This is an optimization exercise on Yosys and OpenROAD, whose aim is small area, not a production implementation.
Function was checked by simulation only, so behaviour that the tests miss may differ from the original.
Power figures rest on the tool's default switching activity, not on a simulated workload.

## pepper
## top
module top(
  input clk,
  input [7:0] sig,
  output signed [7:0] out_1M, out_3M
);
==> flow/config.mk <==
export PLATFORM = sky130hd
export DESIGN_NAME = top
export DESIGN_NICKNAME = top
export VERILOG_FILES = /design/flow/design.v
export SDC_FILE = /design/flow/constraint.sdc
export NUM_CORES = 8
export LEC_CHECK = 0
export ABC_AREA = 1
export CAP_MARGIN = 20
export CORE_MARGIN = 2
export CORE_UTILIZATION = 60
export CTS_BUF_LIST = sky130_fd_sc_hd__clkbuf_8
export CTS_CLUSTER_DIAMETER = 60
export CTS_CLUSTER_SIZE = 20
export GPL_TIMING_DRIVEN = 0
export PLACE_DENSITY = 0.7
export SLEW_MARGIN = 20
export SYNTH_HIERARCHICAL = 1
==> flow/constraint.sdc <==
create_clock -name core_clock -period 10.0 [get_ports {clk}]
set_input_delay 2.0000 -clock core_clock [delete_from_list [all_inputs] [get_ports {clk}]]
set_output_delay 2.0000 -clock core_clock [all_outputs]
set_load 0.01 [all_outputs]
run.sh (not shown) runs the stock make flow with config.mk's settings and CLKGATE_MAP_FILE= SYNTH_SCRIPT=/design/flow/synth_recipe.tcl, a recipe that flattens the netlist after the stock synthesis.
pepper: no failed stages, no open violations at the end
What violet does differently from pepper at the input level:
--- a/flow/config.mk
+++ b/flow/config.mk
@@ -12,3 +12,3 @@
-export CTS_BUF_LIST = sky130_fd_sc_hd__clkbuf_8
-export CTS_CLUSTER_DIAMETER = 60
-export CTS_CLUSTER_SIZE = 20
+export CTS_BUF_LIST = sky130_fd_sc_hd__clkbuf_4 sky130_fd_sc_hd__clkbuf_8
+export CTS_CLUSTER_DIAMETER = 50
+export CTS_CLUSTER_SIZE = 16
[summary]
The lower area growth from synthesis to layout of pepper and violet is in pepper.
pepper was smaller in final cell area than violet.
Delta (violet minus pepper): non-filler instance count after layout rose 84, switching power as a share of total power about even, final clock skew rose 0.010 ns, power after layout rose 850 µW.
Relative to violet, the following input files were edited for tundra:
==> flow/flow/run.sh (new file) <==
#!/bin/bash
bash standard.sh CTS_ARGS="-sink_clustering_enable -repair_clock_nets -sink_clustering_size 20 -sink_clustering_max_diameter 60 -buf_list sky130_fd_sc_hd__clkbuf_8 -dont_use_dummy_load" finish > standard.log 2>&1
==> flow/standard.sh (new file) <==
#!/bin/bash
# synth_recipe.tcl (not shown) runs the flow's synth.tcl, then flattens the netlist and writes it again
# the make line also repeats each setting of config.mk as NAME=value (left out here)
make -C /OpenROAD-flow-scripts/flow DESIGN_CONFIG=/design/flow/config.mk WORK_HOME=/design/flow/orfs CLKGATE_MAP_FILE= SYNTH_SCRIPT=/design/flow/synth_recipe.tcl "${@:-finish}"
--- a/flow/config.mk
+++ b/flow/config.mk
@@ -12,3 +11,0 @@
-export CTS_BUF_LIST = sky130_fd_sc_hd__clkbuf_4 sky130_fd_sc_hd__clkbuf_8
-export CTS_CLUSTER_DIAMETER = 50
-export CTS_CLUSTER_SIZE = 16
removed: flow/run.sh
Notes after the runs:
Post-route non-filler standard cell count: higher on violet
Cmp tundra vs violet: clock tree buffer count of the final layout lower in tundra
Re overall power consumption: tundra and violet aren't equal, and the lower value belongs to tundra.
violet leaves less setup margin than tundra.
The hold slack in tundra sits 0.046 ns below the value recorded for violet.
Summary: clock-net power, tundra better than violet
met3 demand-to-capacity share in global routing was higher in violet than in tundra.

* * *

Setup of juniper:
Starting RTL as in the previous note.
clock: 10.0 ns
lec_check: 0
abc_area: 1
cap_margin: 20
core_margin: 2
core_utilization: 60
cts_buf_list: sky130_fd_sc_hd__clkbuf_4
cts_cluster_diameter: 40
cts_cluster_size: 10
gpl_timing_driven: 0
place_density: 0.7
slew_margin: 20
synth_hierarchical: 1
Stock flow here: none of the scripts above is used.
juniper went all the way through the flow, and no timing, DRC or antenna check failed.
Inputs modified between juniper and fjord:
# juniper
export LEC_CHECK = 0
export ABC_AREA = 1
export CAP_MARGIN = 20
export CORE_MARGIN = 2
export CORE_UTILIZATION = 60
export CTS_BUF_LIST = sky130_fd_sc_hd__clkbuf_4
export CTS_CLUSTER_DIAMETER = 40
export CTS_CLUSTER_SIZE = 10
export GPL_TIMING_DRIVEN = 0
export PLACE_DENSITY = 0.7
export SLEW_MARGIN = 20
export SYNTH_HIERARCHICAL = 1
create_clock -name core_clock -period 10.0 [get_ports {clk}]
# fjord
export LEC_CHECK = 0
export ABC_AREA = 1
export CAP_MARGIN = 20
export CORE_MARGIN = 2
export CORE_UTILIZATION = 60
export GPL_TIMING_DRIVEN = 0
export PLACE_DENSITY = 0.7
export SLEW_MARGIN = 20
export SYNTH_HIERARCHICAL = 1
create_clock -name core_clock -period 10.0 [get_ports {clk}]
==> flow/flow/run.sh (new file) <==
#!/bin/bash
bash standard.sh CTS_ARGS="-sink_clustering_enable -repair_clock_nets -sink_clustering_size 10 -sink_clustering_max_diameter 40 -buf_list sky130_fd_sc_hd__clkbuf_4 -dont_use_dummy_load" finish > standard.log 2>&1
==> flow/standard.sh (new file) <==
#!/bin/bash
# synth_recipe.tcl (not shown) runs the flow's synth.tcl, then flattens the netlist and writes it again
# the make line also repeats each setting of config.mk as NAME=value (left out here)
make -C /OpenROAD-flow-scripts/flow DESIGN_CONFIG=/design/flow/config.mk WORK_HOME=/design/flow/orfs CLKGATE_MAP_FILE= SYNTH_SCRIPT=/design/flow/synth_recipe.tcl "${@:-finish}"
removed: flow/run.sh
### Flow results
fjord against juniper: fraction of layout instances using a drive strength above 1 dropped 1.4 points; slack of the worst reg-to-reg path closely matched the old numbers. Diff juniper -> fjord: global-route usage neither gained nor lost much, number of antenna violations at the first check in global routing went down 1, average wire per cell in the routed design went up, power per standard cell area has decreased. Going from juniper to fjord, upper clock frequency limit has remained practically unchanged, normalized max-slew margin has remained practically unchanged.

## what the ideal ports hide
The flow's constraints put no driver on any port. The routed layouts listed below were extracted and timed again, unchanged, in two steps. Step 1 assumes that a clkbuf_16 drives the clock port and a buf_2 every other input. Step 2 moves the port delays by t, midway between the first and last clock arrival at a register: inputs arrive t later, outputs are due t later. That takes back most of the time a late clock gives input paths. Three values: ideal, step 1, step 2; two values: the first two.
run | shift t [ns] | slack for setup (ns) | pins driven straight from the clock port
pepper | 1.123 | 1.033 / 1.033 / 1.033 | 1
violet | 1.120 | 1.053 / 1.053 / 1.053 | 1
tundra | 1.103 | 1.076 / 1.076 / 1.076 | 1
juniper | 1.383 | 1.007 / 1.007 / 1.007 | 1
fjord | 1.371 | 0.996 / 0.996 / 0.996 | 1
After both steps setup and hold are still met in every run listed.
